Context: an optimization exercise on an open-source flow, tuned for small area and a short achievable clock period. The choices shown serve that exercise and are no tape-out recipe. RTL that was checked went through simulation tests only; none was proved equivalent to the original. Power and IR drop assume default switching activity.

==> 12-17: inputs <==
// sigmoid9slices
module sigmoid9slices (
    input wire clk,
    input wire rst_n,
    input wire signed [15:0] x0_in,
    input wire signed [15:0] x1_in,
    input wire valid_in,
    output reg signed [15:0] y0_out,
    output reg signed [15:0] y1_out,
    output reg valid_out
);
clock: 8.0 ns
lec_check: 0
abc_area: 1
cap_margin: 20
core_margin: 2
core_utilization: 70
setup_slack_margin: 5
slew_margin: 20
standard.sh (not shown) runs the stock make flow with config.mk's settings and CLKGATE_MAP_FILE= SYNTH_SCRIPT=/design/flow/synth_recipe.tcl, a recipe that flattens the netlist after the stock synthesis.
==> flow/flow/run.sh <==
#!/bin/bash
# Standard layout, with plain buffers (instead of delay cells) on the ports, and the
# timing repair aimed at a setup slack of 5.6 ns.
set -e
export BUFFER_PORTS_ARGS="-buffer_cell sky130_fd_sc_hd__buf_2"
bash standard.sh finish SETUP_SLACK_MARGIN=5.6 > standard.log 2>&1
==> inputs of 02-10, as changes to 12-17 <==
==> flow/flow/run.sh (replaced) <==
#!/bin/bash
# Standard layout, with plain buffers (instead of delay cells) on the ports, and the
# timing repair aimed at a setup slack of 5.6 ns. The make output goes to standard.log,
# each ORFS step's full log to orfs/logs/.
set -e
export BUFFER_PORTS_ARGS="-buffer_cell sky130_fd_sc_hd__buf_1"
bash standard.sh finish SETUP_SLACK_MARGIN=5.6 > standard.log 2>&1
CORE_UTILIZATION = 80   (was 70)
==> inputs of 11-28, as changes to 12-17 <==
ABC_AREA = unset   (was 1)
==> inputs of 02-11, as changes to 12-17 <==
--- a/flow/design.v
+++ b/flow/design.v
@@ -10,21 +10,34 @@
     output reg valid_out
 );
     reg v1, v2;
     always @(posedge clk or negedge rst_n)
         if (!rst_n) begin v1 <= 1'b0; v2 <= 1'b0; valid_out <= 1'b0; end
         else begin v1 <= valid_in; v2 <= v1; valid_out <= v2; end
+    function [4:0] thr(input [14:0] u);
+        reg lo155, lo2ab, g1, g2, g3, g4, g5;
+        begin
+            lo155 = u[9] | (u[8] & u[7]) | (u[8] & u[6] & (u[5] | (u[4] & u[3]) | (u[4] & u[2] & (u[1] | u[0]))));
+            lo2ab = u[10] | (u[9] & u[8]) | (u[9] & u[7] & (u[6] | (u[5] & u[4]) | (u[5] & u[3] & (u[2] | (u[1] & u[0])))));
+            g2 = u[14] | u[13] | u[12];
+            g5 = u[14] | (u[13] & u[12]);
+            g1 = g2 | u[11] | (u[10] & lo155);
+            g3 = u[14] | u[13] | (u[12] & u[11] & lo2ab);
+            g4 = u[14] | (u[13] & (u[12] | u[11] | (u[10] & lo155)));
+            thr = {g5, g4, g3, g2, g1};
+        end
+    endfunction
     function [5:0] dec(input [15:0] x);
         reg [14:0] u;
         reg g1, g2, g3, g4, g5;
+        reg [4:0] gp, gn;
         begin
-            g1 = x[15] ? (x[14:0] <= 15'd31402) : (x[14:0] >= 15'd1365);
-            g2 = x[15] ? (x[14:0] <= 15'd28671) : (x[14:0] >= 15'd4096);
-            g3 = x[15] ? (x[14:0] <= 15'd25940) : (x[14:0] >= 15'd6827);
-            g4 = x[15] ? (x[14:0] <= 15'd23210) : (x[14:0] >= 15'd9557);
-            g5 = x[15] ? (x[14:0] <= 15'd20479) : (x[14:0] >= 15'd12288);
+            u = x[14:0];
+            gp = thr(u);
+            gn = thr(~u);
+            {g5, g4, g3, g2, g1} = x[15] ? gn : gp;
             dec = {g5, ~g1, g1 & ~g2, g2 & ~g3, g3 & ~g4, g4 & ~g5};
         end
     endfunction
     reg [12:0] a0, a1;   
     reg [5:0] c0, c1;
     always @(posedge clk) begin
==> flow/flow/run.sh (replaced) <==
#!/bin/bash
# Standard layout, with plain buffers (instead of delay cells) on the ports, and the
# timing repair aimed at a setup slack of 5.6 ns. The make output goes to standard.log,
# each ORFS step's full log to orfs/logs/.
set -e
export BUFFER_PORTS_ARGS="-buffer_cell sky130_fd_sc_hd__buf_2"
bash standard.sh finish SETUP_SLACK_MARGIN=5.6 > standard.log 2>&1
CORE_UTILIZATION = 50   (was 70)
TNS_END_PERCENT = 0   (was unset)
==> notes <==
The highest non-clock buffer count belongs to 11-28, the lowest to 02-11.
Cell count, highest first: 12-17, 02-11, 11-28.
Final area, lowest first: 02-11, 11-28, 12-17.
Between 11-28 and 02-11, the lower register-to-register slack is in 11-28 (gap 0.38 ns).
02-10 stopped in global routing with GRT-0232. 02-11 completed with no timing, DRC or antenna violations. 11-28 finished clean. 12-17 finished with timing, DRC and antenna clean.
Between 11-28 and 02-11, the lower sequential power is in 11-28 (gap about 1%, measured against 02-11).
Clock power: 02-11 > 11-28 > 12-17.
In flip-flop and latch count, 11-28 and 02-11 do not differ.
First-iteration DRC count, highest first: 11-28, 12-17, 02-11.
==> figures <==
Sequential element share of the synthesized area: 11-28 0.323; 02-11 0.321; 02-10 0.303; 12-17 0.303
Most instantiated library cell after synthesis: 11-28 dfxtp_1; 02-11 nand2_1; 02-10 nand2_1; 12-17 nand2_1
Power per Cell Area: 11-28 210 nW/um^2; 02-11 228 nW/um^2; 02-10 -; 12-17 215 nW/um^2
HPWL after detailed placement: 11-28 12300 um; 02-11 13600 um; 02-10 14500 um; 12-17 14700 um
Power in the clock group: 11-28 341 uW; 02-11 405 uW; 02-10 -; 12-17 317 uW
Minimum setup slack in the final design: 11-28 5.16 ns; 02-11 5.55 ns; 02-10 -; 12-17 5.52 ns
Vias per cell: 11-28 6.61; 02-11 5.42; 02-10 -; 12-17 6.00
Seq/total area: 11-28 0.283; 02-11 0.285; 02-10 -; 12-17 0.274
Max-area cell class: 11-28 multi-input combinational cells; 02-11 multi-input combinational cells; 02-10 -; 12-17 multi-input combinational cells
Sum Neg Setup Slack: 11-28 0 ns; 02-11 0 ns; 02-10 -; 12-17 0 ns
Post-route minimum period: 11-28 2.84 ns; 02-11 2.45 ns; 02-10 -; 12-17 2.48 ns
Remaining design rule violation count: 11-28 0; 02-11 0; 02-10 -; 12-17 0
Wire length on met2: 11-28 9340 um; 02-11 8130 um; 02-10 -; 12-17 9280 um
Non-Filler Cell Area, Final: 11-28 8140 um^2; 02-11 8070 um^2; 02-10 -; 12-17 8430 um^2
Outcome: 11-28 complete, no violations; 02-11 complete, no violations; 02-10 stopped before the end; 12-17 complete, no violations
Stage where the flow stopped: 11-28 -; 02-11 -; 02-10 global routing; 12-17 -
Sequential group share of total power: 11-28 0.437; 02-11 0.410; 02-10 -; 12-17 0.422
Total placed cells including tap cells: 11-28 902; 02-11 1063; 02-10 1106; 12-17 1131

========
==> try-delta: inputs <==
sigmoid9slices, a different RTL version from the one above (not shown whole).
==> flow/design.v (excerpt) <==
module sigmoid9slices (
    input wire clk,
    input wire rst_n,
    input wire signed [15:0] x0_in,
    input wire signed [15:0] x1_in,
    input wire valid_in,
    output reg signed [15:0] y0_out,
    output reg signed [15:0] y1_out,
    output reg valid_out
);
clock: 8.0 ns
lec_check: 0
cap_margin: 20
core_margin: 2
core_utilization: 70
setup_slack_margin: 5
slew_margin: 20
==> flow/flow/run.sh <==
#!/bin/bash
# Standard layout, with plain buffers (instead of delay cells) on the ports, and the
# timing repair aimed at a setup slack of 5.6 ns.
set -e
export BUFFER_PORTS_ARGS="-buffer_cell sky130_fd_sc_hd__buf_2"
bash standard.sh finish SETUP_SLACK_MARGIN=5.6 > standard.log 2>&1
==> inputs of try-fjord, as changes to try-delta <==
--- a/flow/design.v
+++ b/flow/design.v
@@ -10,34 +10,33 @@
     output reg valid_out
 );
     reg v1, v2;
     always @(posedge clk or negedge rst_n)
         if (!rst_n) begin v1 <= 1'b0; v2 <= 1'b0; valid_out <= 1'b0; end
         else begin v1 <= valid_in; v2 <= v1; valid_out <= v2; end
-    function [4:0] dec(input [15:0] x);
+    function [5:0] dec(input [15:0] x);
         reg [14:0] u;
         reg g1, g2, g3, g4, g5;
         begin
             g1 = x[15] ? (x[14:0] <= 15'd31402) : (x[14:0] >= 15'd1365);
             g2 = x[15] ? (x[14:0] <= 15'd28671) : (x[14:0] >= 15'd4096);
             g3 = x[15] ? (x[14:0] <= 15'd25940) : (x[14:0] >= 15'd6827);
             g4 = x[15] ? (x[14:0] <= 15'd23210) : (x[14:0] >= 15'd9557);
             g5 = x[15] ? (x[14:0] <= 15'd20479) : (x[14:0] >= 15'd12288);
-            dec = {g5, g4, g3, g2, g1};   
+            dec = {g5, ~g1, g1 & ~g2, g2 & ~g3, g3 & ~g4, g4 & ~g5};
         end
     endfunction
     reg [12:0] a0, a1;   
-    reg [4:0] th0, th1;
+    reg [5:0] c0, c1;
     always @(posedge clk) begin
         a0 <= {x0_in[15], x0_in[11:0]}; a1 <= {x1_in[15], x1_in[11:0]};
-        th0 <= dec(x0_in); th1 <= dec(x1_in);
+        c0 <= dec(x0_in); c1 <= dec(x1_in);
     end
     wire [10:0] xr0 = a0[10:0];
     wire [10:0] xn0 = ~a0[10:0];
-    wire [4:0] c0 = {~th0[0], th0[0] & ~th0[1], th0[1] & ~th0[2], th0[2] & ~th0[3], th0[3] & ~th0[4]};
-    wire sat0 = th0[4];
+    wire sat0 = c0[5];
     wire r0_0_0 = (c0[0] & xr0[0]) | (c0[1] & xn0[0]);
     wire r0_0_1 = c0[1];
     wire r0_1_0 = ((c0[0] | c0[2] | c0[3]) & xr0[0]) | (c0[1] & xn0[1]) | (c0[4] & xn0[0]);
     wire r0_1_1 = (c0[0] & xr0[1]) | c0[4];
     wire r0_2_0 = ((c0[0] | c0[2] | c0[3]) & xr0[1]) | (c0[1] & xn0[2]) | (c0[4] & xn0[1]);
     wire r0_2_1 = (c0[0] & xr0[2]);
@@ -241,14 +240,13 @@
     assign ys0[8] = ys0_p8 ^ ys0_G44;
     assign ys0[9] = ys0_p9 ^ ys0_G50;
     assign ys0[10] = ys0_p10 ^ ys0_G46;
     always @(posedge clk) y0_out <= {5'b0, ys0};
     wire [10:0] xr1 = a1[10:0];
     wire [10:0] xn1 = ~a1[10:0];
-    wire [4:0] c1 = {~th1[0], th1[0] & ~th1[1], th1[1] & ~th1[2], th1[2] & ~th1[3], th1[3] & ~th1[4]};
-    wire sat1 = th1[4];
+    wire sat1 = c1[5];
     wire r1_0_0 = (c1[0] & xr1[0]) | (c1[1] & xn1[0]);
     wire r1_0_1 = c1[1];
     wire r1_1_0 = ((c1[0] | c1[2] | c1[3]) & xr1[0]) | (c1[1] & xn1[1]) | (c1[4] & xn1[0]);
     wire r1_1_1 = (c1[0] & xr1[1]) | c1[4];
     wire r1_2_0 = ((c1[0] | c1[2] | c1[3]) & xr1[1]) | (c1[1] & xn1[2]) | (c1[4] & xn1[1]);
     wire r1_2_1 = (c1[0] & xr1[2]);
==> run summary <==
| quantity | try-delta | try-fjord |
|---|---|---|
| Overall die area | 10800 sq um | 10700 sq um |
| Fraction of area in clock buffers and inverters | 2.49% | 2.59% |
| Fraction of the yosys area taken by sequential cells | 30.3% | 31.2% |
| Timing startpoint of the critical path | a1[9] | c0[1] |
| Post-route worst setup slack | 4510 ps | 5080 ps |
| Time the final worst path needs with I/O delays and setup | 3490 ps | 2920 ps |
| Total power per unit cell area | 219 nW/um^2 | 222 nW/um^2 |
| Total area of sequential cells | 2160 sq um | 2220 sq um |
| Outcome | no timing/DRC/antenna violations | no timing/DRC/antenna violations |
| Non-clk buf share | 11.2% | 7.65% |
| Most frequent standard cell in the layout excluding fill and tap cells | dfxtp_1 | inv_1 |
| Fill cell total of the finished layout | 497 | 548 |
| Worst path bufs/invs | 0 | 1 |
| Worst setup path end | lc1 | lc0 |
| Die Span X | 104 um | 103 um |
| Number of placed instances, taps included | 925 | 911 |
No functional check of the RTL was part of any run of this note.

========
==> inputs of run a <==
Another version of the RTL of sigmoid9slices (not shown whole).
==> flow/config.mk <==
export PLATFORM = sky130hd
export DESIGN_NAME = sigmoid9slices
export DESIGN_NICKNAME = sigmoid9slices
export VERILOG_FILES = /design/flow/design.v
export SDC_FILE = /design/flow/constraint.sdc
export NUM_CORES = 4
export LEC_CHECK = 0
export CAP_MARGIN = 20
export CORE_MARGIN = 2
export CORE_UTILIZATION = 70
export SETUP_SLACK_MARGIN = 4.5
export SLEW_MARGIN = 20
==> flow/constraint.sdc <==
create_clock -name core_clock -period 8.0 [get_ports {clk}]
set_input_delay 1.6000 -clock core_clock [delete_from_list [all_inputs] [get_ports {clk}]]
set_output_delay 1.6000 -clock core_clock [all_outputs]
set_load 0.01 [all_outputs]
run.sh (not shown) runs the stock make flow with config.mk's settings and CLKGATE_MAP_FILE= SYNTH_SCRIPT=/design/flow/synth_recipe.tcl, a recipe that flattens the netlist after the stock synthesis.
Stock flow here: none of the scripts above is used.
==> run b (differences from run a) <==
==> flow/flow/run.sh (new file) <==
#!/bin/bash
# Standard layout, with plain buffers (instead of delay cells) on the ports.
set -e
export BUFFER_PORTS_ARGS="-buffer_cell sky130_fd_sc_hd__buf_2"
bash standard.sh > standard.log 2>&1
==> flow/standard.sh (new file) <==
#!/bin/bash
# synth_recipe.tcl (not shown) runs the flow's synth.tcl, then flattens the netlist and writes it again
# the make line also repeats each setting of config.mk as NAME=value (left out here)
make -C /OpenROAD-flow-scripts/flow DESIGN_CONFIG=/design/flow/config.mk WORK_HOME=/design/flow/orfs CLKGATE_MAP_FILE= SYNTH_SCRIPT=/design/flow/synth_recipe.tcl "${@:-finish}"
--- a/flow/config.mk
+++ b/flow/config.mk
@@ -10,3 +10,3 @@
 export CORE_UTILIZATION = 70
-export SETUP_SLACK_MARGIN = 4.5
+export SETUP_SLACK_MARGIN = 5
 export SLEW_MARGIN = 20
removed: flow/run.sh
==> comparison <==
Power: run a is higher than run b (2.5%).
Die area is the same in run b and run a.
Of run a and run b, run a has the higher cell area (gap 0.78%, measured against run b).
Against run b, the clock skew of run a is lower by 0.013 ns.
Area after synthesis is the same in run a and run b.
Synthesized cell count is the same in run b and run a.

========
==> v16: inputs <==
sigmoid9slices, a different RTL version from the one above (not shown whole).
Settings: LEC_CHECK=0, ABC_AREA=1, CAP_MARGIN=20, CORE_MARGIN=2, CORE_UTILIZATION=65, SETUP_SLACK_MARGIN=5, SLEW_MARGIN=20, TNS_END_PERCENT=0; clock period 8.0 ns.
standard.sh (not shown) runs the stock make flow with config.mk's settings and CLKGATE_MAP_FILE= SYNTH_SCRIPT=/design/flow/synth_recipe.tcl, a recipe that flattens the netlist after the stock synthesis.
==> flow/flow/run.sh <==
#!/bin/bash
# Standard layout, with plain buffers (instead of delay cells) on the ports, and the
# timing repair aimed at a setup slack of 5.6 ns. The make output goes to standard.log,
# each ORFS step's full log to orfs/logs/.
set -e
export BUFFER_PORTS_ARGS="-buffer_cell sky130_fd_sc_hd__buf_2"
bash standard.sh finish SETUP_SLACK_MARGIN=5.6 > standard.log 2>&1
==> v21: changes against v16 <==
Settings changed: CORE_UTILIZATION 65 to 60.
==> v8: changes against v16 <==
--- a/flow/design.v
+++ b/flow/design.v
@@ -163,33 +163,33 @@
     wire h0_26s = r0_19_0 ^ r0_19_1;
     wire h0_26c = r0_19_0 & r0_19_1;
     wire lg0_27 = (r0_1_0 & r0_1_1) | ((r0_1_0 | r0_1_1) & (r0_0_0 & r0_0_1));
     wire lp0_27 = (r0_1_0 | r0_1_1) & (r0_0_0 | r0_0_1);
     wire lg0_28 = (r0_3_2 & h0_10s) | ((r0_3_2 | h0_10s) & (r0_2_0 & r0_2_1));
     wire lp0_28 = (r0_3_2 | h0_10s) & (r0_2_0 | r0_2_1);
-    wire lg0_29 = (f0_11c & f0_12s) | ((f0_11c | f0_12s) & (h0_10c & f0_11s));
-    wire lp0_29 = (f0_11c | f0_12s) & (h0_10c | f0_11s);
-    wire lg0_30 = lg0_28 | (lp0_28 & lg0_27);
-    wire lp0_30 = lp0_28 & lp0_27;
-    wire lg0_31 = lg0_29 | (lp0_29 & lg0_30);
-    wire lp0_31 = lp0_29 & lp0_30;
-    wire lg0_32 = (f0_13c & f0_14s) | ((f0_13c | f0_14s) & (f0_12c & f0_13s));
-    wire lp0_32 = (f0_13c | f0_14s) & (f0_12c | f0_13s);
-    wire lg0_33 = (f0_15c & f0_16s) | ((f0_15c | f0_16s) & (f0_14c & f0_15s));
-    wire lp0_33 = (f0_15c | f0_16s) & (f0_14c | f0_15s);
-    wire lg0_34 = lg0_33 | (lp0_33 & lg0_32);
-    wire lp0_34 = lp0_33 & lp0_32;
-    wire lg0_35 = (f0_16c & f0_17s) | ((f0_16c | f0_17s) & lg0_34);
-    wire lp0_35 = (f0_16c | f0_17s) & lp0_34;
+    wire lg0_29 = lg0_28 | (lp0_28 & lg0_27);
+    wire lp0_29 = lp0_28 & lp0_27;
+    wire lg0_30 = (h0_10c & f0_11s) | ((h0_10c | f0_11s) & lg0_29);
+    wire lp0_30 = (h0_10c | f0_11s) & lp0_29;
+    wire lg0_31 = (f0_12c & f0_13s) | ((f0_12c | f0_13s) & (f0_11c & f0_12s));
+    wire lp0_31 = (f0_12c | f0_13s) & (f0_11c | f0_12s);
+    wire lg0_32 = (f0_14c & f0_15s) | ((f0_14c | f0_15s) & (f0_13c & f0_14s));
+    wire lp0_32 = (f0_14c | f0_15s) & (f0_13c | f0_14s);
+    wire lg0_33 = (f0_16c & f0_17s) | ((f0_16c | f0_17s) & (f0_15c & f0_16s));
+    wire lp0_33 = (f0_16c | f0_17s) & (f0_15c | f0_16s);
+    wire lg0_34 = lg0_32 | (lp0_32 & lg0_31);
+    wire lp0_34 = lp0_32 & lp0_31;
+    wire lg0_35 = lg0_33 | (lp0_33 & lg0_34);
+    wire lp0_35 = lp0_33 & lp0_34;
     reg [10:0] sa0, sb0;
     reg lgl0, lgh0, lph0;   
     wire lc0 = lgh0 | (lph0 & lgl0);
     always @(posedge clk) begin
         sa0 <= {r0_21_0, r0_20_0, h0_25c, f0_24c, f0_23c, f0_22c, f0_21c, f0_20c, f0_19c, f0_18c, f0_17c};
         sb0 <= {1'b0, h0_26c, h0_26s, h0_25s, f0_24s, f0_23s, f0_22s, f0_21s, f0_20s, f0_19s, f0_18s};
-        lgl0 <= lg0_31; lgh0 <= lg0_35; lph0 <= lp0_35;
+        lgl0 <= lg0_30; lgh0 <= lg0_35; lph0 <= lp0_35;
     end
     wire [10:0] ys0;
     wire ys0_p0 = (sa0[0] ^ sb0[0]);
     wire ys0_p1 = (sa0[1] ^ sb0[1]);
     wire ys0_p2 = (sa0[2] ^ sb0[2]);
     wire ys0_p3 = (sa0[3] ^ sb0[3]);
@@ -373,33 +373,33 @@
     wire h1_76s = r1_19_0 ^ r1_19_1;
     wire h1_76c = r1_19_0 & r1_19_1;
     wire lg1_77 = (r1_1_0 & r1_1_1) | ((r1_1_0 | r1_1_1) & (r1_0_0 & r1_0_1));
     wire lp1_77 = (r1_1_0 | r1_1_1) & (r1_0_0 | r1_0_1);
     wire lg1_78 = (r1_3_2 & h1_60s) | ((r1_3_2 | h1_60s) & (r1_2_0 & r1_2_1));
     wire lp1_78 = (r1_3_2 | h1_60s) & (r1_2_0 | r1_2_1);
-    wire lg1_79 = (f1_61c & f1_62s) | ((f1_61c | f1_62s) & (h1_60c & f1_61s));
-    wire lp1_79 = (f1_61c | f1_62s) & (h1_60c | f1_61s);
-    wire lg1_80 = lg1_78 | (lp1_78 & lg1_77);
-    wire lp1_80 = lp1_78 & lp1_77;
-    wire lg1_81 = lg1_79 | (lp1_79 & lg1_80);
-    wire lp1_81 = lp1_79 & lp1_80;
-    wire lg1_82 = (f1_63c & f1_64s) | ((f1_63c | f1_64s) & (f1_62c & f1_63s));
-    wire lp1_82 = (f1_63c | f1_64s) & (f1_62c | f1_63s);
-    wire lg1_83 = (f1_65c & f1_66s) | ((f1_65c | f1_66s) & (f1_64c & f1_65s));
-    wire lp1_83 = (f1_65c | f1_66s) & (f1_64c | f1_65s);
-    wire lg1_84 = lg1_83 | (lp1_83 & lg1_82);
-    wire lp1_84 = lp1_83 & lp1_82;
-    wire lg1_85 = (f1_66c & f1_67s) | ((f1_66c | f1_67s) & lg1_84);
-    wire lp1_85 = (f1_66c | f1_67s) & lp1_84;
+    wire lg1_79 = lg1_78 | (lp1_78 & lg1_77);
+    wire lp1_79 = lp1_78 & lp1_77;
+    wire lg1_80 = (h1_60c & f1_61s) | ((h1_60c | f1_61s) & lg1_79);
+    wire lp1_80 = (h1_60c | f1_61s) & lp1_79;
+    wire lg1_81 = (f1_62c & f1_63s) | ((f1_62c | f1_63s) & (f1_61c & f1_62s));
+    wire lp1_81 = (f1_62c | f1_63s) & (f1_61c | f1_62s);
+    wire lg1_82 = (f1_64c & f1_65s) | ((f1_64c | f1_65s) & (f1_63c & f1_64s));
+    wire lp1_82 = (f1_64c | f1_65s) & (f1_63c | f1_64s);
+    wire lg1_83 = (f1_66c & f1_67s) | ((f1_66c | f1_67s) & (f1_65c & f1_66s));
+    wire lp1_83 = (f1_66c | f1_67s) & (f1_65c | f1_66s);
+    wire lg1_84 = lg1_82 | (lp1_82 & lg1_81);
+    wire lp1_84 = lp1_82 & lp1_81;
+    wire lg1_85 = lg1_83 | (lp1_83 & lg1_84);
+    wire lp1_85 = lp1_83 & lp1_84;
     reg [10:0] sa1, sb1;
     reg lgl1, lgh1, lph1;   
     wire lc1 = lgh1 | (lph1 & lgl1);
     always @(posedge clk) begin
         sa1 <= {r1_21_0, r1_20_0, h1_75c, f1_74c, f1_73c, f1_72c, f1_71c, f1_70c, f1_69c, f1_68c, f1_67c};
         sb1 <= {1'b0, h1_76c, h1_76s, h1_75s, f1_74s, f1_73s, f1_72s, f1_71s, f1_70s, f1_69s, f1_68s};
-        lgl1 <= lg1_81; lgh1 <= lg1_85; lph1 <= lp1_85;
+        lgl1 <= lg1_80; lgh1 <= lg1_85; lph1 <= lp1_85;
     end
     wire [10:0] ys1;
     wire ys1_p0 = (sa1[0] ^ sb1[0]);
     wire ys1_p1 = (sa1[1] ^ sb1[1]);
     wire ys1_p2 = (sa1[2] ^ sb1[2]);
     wire ys1_p3 = (sa1[3] ^ sb1[3]);
Settings changed: CORE_UTILIZATION 65 to 60.
==> v14: changes against v16 <==
Settings changed: CORE_UTILIZATION 65 to 60, CTS_BUF_LIST set to sky130_fd_sc_hd__clkbuf_8.
==> notes <==
- v21 completed without violations. v16 passed the timing, design-rule and antenna checks. v14 completed with no timing, DRC or antenna violations. v8 finished with timing, DRC and antenna clean.
- Register-to-register slack: v16 < v14 < v8 < v21.
- Worst setup slack, highest first: v21, v8, v14, v16.
- In sequential power, v16 and v8 hardly differ.
- Area after synthesis is the same in v14 and v21.

## static timing again, ports no longer ideal
No port has a modelled driver above. Below, the same layouts with a new extraction and two added sets of constraints. Step 1 sets driving cells, clkbuf_16 on the clock port and buf_2 on the other inputs (assumed; they add their load-dependent delay and slew). Step 2 adds t to the input delays and takes it off the output delays; t is the mean of the earliest and latest rising clock arrival at the registers after step 1. Input paths then give back, and output paths get back, about the clock's delay inside the block. Three values: ideal ports, drivers, drivers and shift; two values: the first two.
| run | t (ns) | slack for setup (ns) | worst setup path after step 2 | cell pins on the clock port's net |
|---|---|---|---|---|
| 12-17 | 0.410 | 5.523 / 5.490 / 5.325 | input to register | 1 |
| 11-28 | 0.429 | 5.162 / 5.162 / 5.008 | input to register | 1 |
| 02-11 | 0.389 | 5.546 / 5.511 / 5.401 | input to register | 1 |
| try-delta | 0.421 | 4.508 / 4.508 / 4.508 | register to register | 1 |
| try-fjord | 0.417 | 5.081 / 5.081 / 5.063 | input to register | 1 |
| run a | 0.414 | 4.651 / 4.651 / 4.424 | input to register | 1 |
| run b | 0.414 | 5.090 / 5.090 / 4.881 | input to register | 1 |
| v16 | 0.412 | 5.481 / 5.481 / 5.442 | input to register | 1 |
| v21 | 0.392 | 5.555 / 5.523 / 5.471 | input to register | 1 |
| v8 | 0.415 | 5.515 / 5.478 / 5.390 | input to register | 1 |
| v14 | 0.414 | 5.514 / 5.494 / 5.486 | input to register | 1 |
After both steps every run listed still meets setup and hold. The setup slack of run a, which loses most, moves by 0.000 ns with the drivers and by -0.227 ns with both steps.
